Background: an optimization exercise with open tools, aiming at small area. Do not read the settings as production practice.
Function was checked by simulation only, so behaviour that the tests miss may differ from the original.

## run A
// Top_SR
module Top_SR(
    input clk_in,
    input rst,
    input [3:0] div,
    input start,
    input [170-1:0] din,
    input dout_sr,
    output clk_sr,
    output din_sr,
    output load_sr,
    output [170-1:0] dout
    );
wire clk_div;
wire rise;
wire fall;
Clock_Div clock_div_0(
        .clk_in(clk_in),
        .div(div),
        .rst(rst),
        .clk_out(clk_div),
        .rise(rise),
        .fall(fall)
        );
SR_Control sr_control_0(
         .din(din),
         .clk(clk_in),
         .clk_div(clk_div),
         .rise(rise),
         .rst(rst),
         .start(start),
         .din_sr(din_sr),
         .load_sr(load_sr),
         .clk_sr(clk_sr)
        );
Recieve_Data recieve_data_0(
        .dout_sr(dout_sr),
        .clk(clk_in),
        .fall(fall),
        .rst(rst),
        .load_sr(load_sr),
        .dout(dout)
        );                         
endmodule
For scale: about 850 cells after synthesis, ~350 I/O pins, about 13,000 um2 of cells after synthesis.
export LEC_CHECK = 0
export CAP_MARGIN = 20
export CORE_MARGIN = 2
export CORE_UTILIZATION = 40
export SLEW_MARGIN = 20
export BUFFER_PORTS_ARGS = -buffer_cell sky130_fd_sc_hd__buf_1
export CTS_ARGS = -sink_clustering_enable -repair_clock_nets -dont_use_dummy_load -buf_list sky130_fd_sc_hd__clkbuf_8 -sink_clustering_size 14 -sink_clustering_max_diameter 40
create_clock -name core_clock -period 5.0 [get_ports {clk_in}]
standard.sh (not shown) runs the stock make flow with config.mk's settings and CLKGATE_MAP_FILE= SYNTH_SCRIPT=/design/flow/synth_recipe.tcl, a recipe that flattens the netlist after the stock synthesis.
==> flow/flow/run.sh <==
#!/bin/bash
cat >> "$FLOW_CONFIG" <<'EOC'
export BUFFER_PORTS_ARGS = -buffer_cell sky130_fd_sc_hd__buf_1
export CTS_ARGS = -sink_clustering_enable -repair_clock_nets -dont_use_dummy_load -buf_list sky130_fd_sc_hd__clkbuf_8 -sink_clustering_size 14 -sink_clustering_max_diameter 40
EOC
bash standard.sh > standard.log 2>&1
Both conditions hold for run A: the flow ran to the end and the final layout passed the timing, DRC and antenna checks.
Edits applied to the flow inputs when going from run A to run B:
Settings: CTS_ARGS now -sink_clustering_enable -repair_clock_nets -dont_use_dummy_load -buf_list sky130_fd_sc_hd__clkbuf_16 -sink_clustering_size 30 -sink_clustering_max_diameter 80, was -sink_clustering_enable -repair_clock_nets -dont_use_dummy_load -buf_list sky130_fd_sc_hd__clkbuf_8 -sink_clustering_size 14 -sink_clustering_max_diameter 40.
==> flow/flow/run.sh <==
#!/bin/bash
cat >> "$FLOW_CONFIG" <<'EOC'
export BUFFER_PORTS_ARGS = -buffer_cell sky130_fd_sc_hd__buf_1
export CTS_ARGS = -sink_clustering_enable -repair_clock_nets -dont_use_dummy_load -buf_list sky130_fd_sc_hd__clkbuf_16 -sink_clustering_size 30 -sink_clustering_max_diameter 80
EOC
bash standard.sh > standard.log 2>&1
[summary]
- Relative to run A, first-pass iteration count of the detailed router decreased by 2 in run B.
- Run B has more setup slack than run A.
- Between run B and run A, the critical path depth does not differ in any meaningful way.
- Multi-input logic portion of the cell area: run B vs run A — no meaningful difference
The following lists how run C was set up differently from run B:
Settings: CTS_ARGS now -sink_clustering_enable -repair_clock_nets -dont_use_dummy_load -buf_list sky130_fd_sc_hd__clkbuf_8 -sink_clustering_size 12 -sink_clustering_max_diameter 50, was -sink_clustering_enable -repair_clock_nets -dont_use_dummy_load -buf_list sky130_fd_sc_hd__clkbuf_16 -sink_clustering_size 30 -sink_clustering_max_diameter 80.
==> flow/flow/run.sh <==
#!/bin/bash
cat >> "$FLOW_CONFIG" <<'EOC'
export BUFFER_PORTS_ARGS = -buffer_cell sky130_fd_sc_hd__buf_1
export CTS_ARGS = -sink_clustering_enable -repair_clock_nets -dont_use_dummy_load -buf_list sky130_fd_sc_hd__clkbuf_8 -sink_clustering_size 12 -sink_clustering_max_diameter 50
EOC
bash standard.sh > standard.log 2>&1
### Flow results
- Looking at first-pass iteration count of the detailed router across run B and run C, the one that comes out higher is run C.
- In run C, highest achievable clock rate is lower than in run B.
- Compared with run B, run C shows a higher number of global-route vias before repair.
- Clock-buffer cell count for run C: 21 up relative to run B
- Relative to run B, fraction of met1 tracks used by global routing increased by 0.52 points in run C.
- Against run B, run C comes in 38 ps lower on hold slack.
- Looking at worst voltage drop across the vdd grid, run C sits 5.3% below run B.
- Routed length on met2 of run C exceeds that of run B slightly.
- The design area in run C was higher than what run B gave.

## port drivers added, routing unchanged
In the flow no input, the clock included, has a driving cell. The finished layouts below were timed again as built, in two steps.
Step 1: set_driving_cell puts a clkbuf_16 on clk_in and a buf_2 on each other input, an assumption about the parent block.
Step 2 moves the port delays by t, midway between the first and last clock arrival at a register: inputs arrive t later, outputs are due t later. That takes back most of the time a late clock gives input paths.
Slacks: ideal ports / drivers / drivers and shift; pairs: ideal ports / drivers.
| run | shift t [ns] | setup WS [ns] | hold slack, ns | worst register clock-pin slew, ns |
|---|---|---|---|---|
| run A | 0.555 | 1.539 / 1.497 / 1.598 | 0.418 / 0.418 / 0.418 | 0.08 / 0.08 |
| run B | 0.522 | 1.555 / 1.509 / 1.638 | 0.425 / 0.425 / 0.425 | 0.11 / 0.11 |
| run C | 0.559 | 1.512 / 1.468 / 1.572 | 0.387 / 0.387 / 0.387 | 0.08 / 0.08 |
After both steps setup and hold are still met in every run listed.
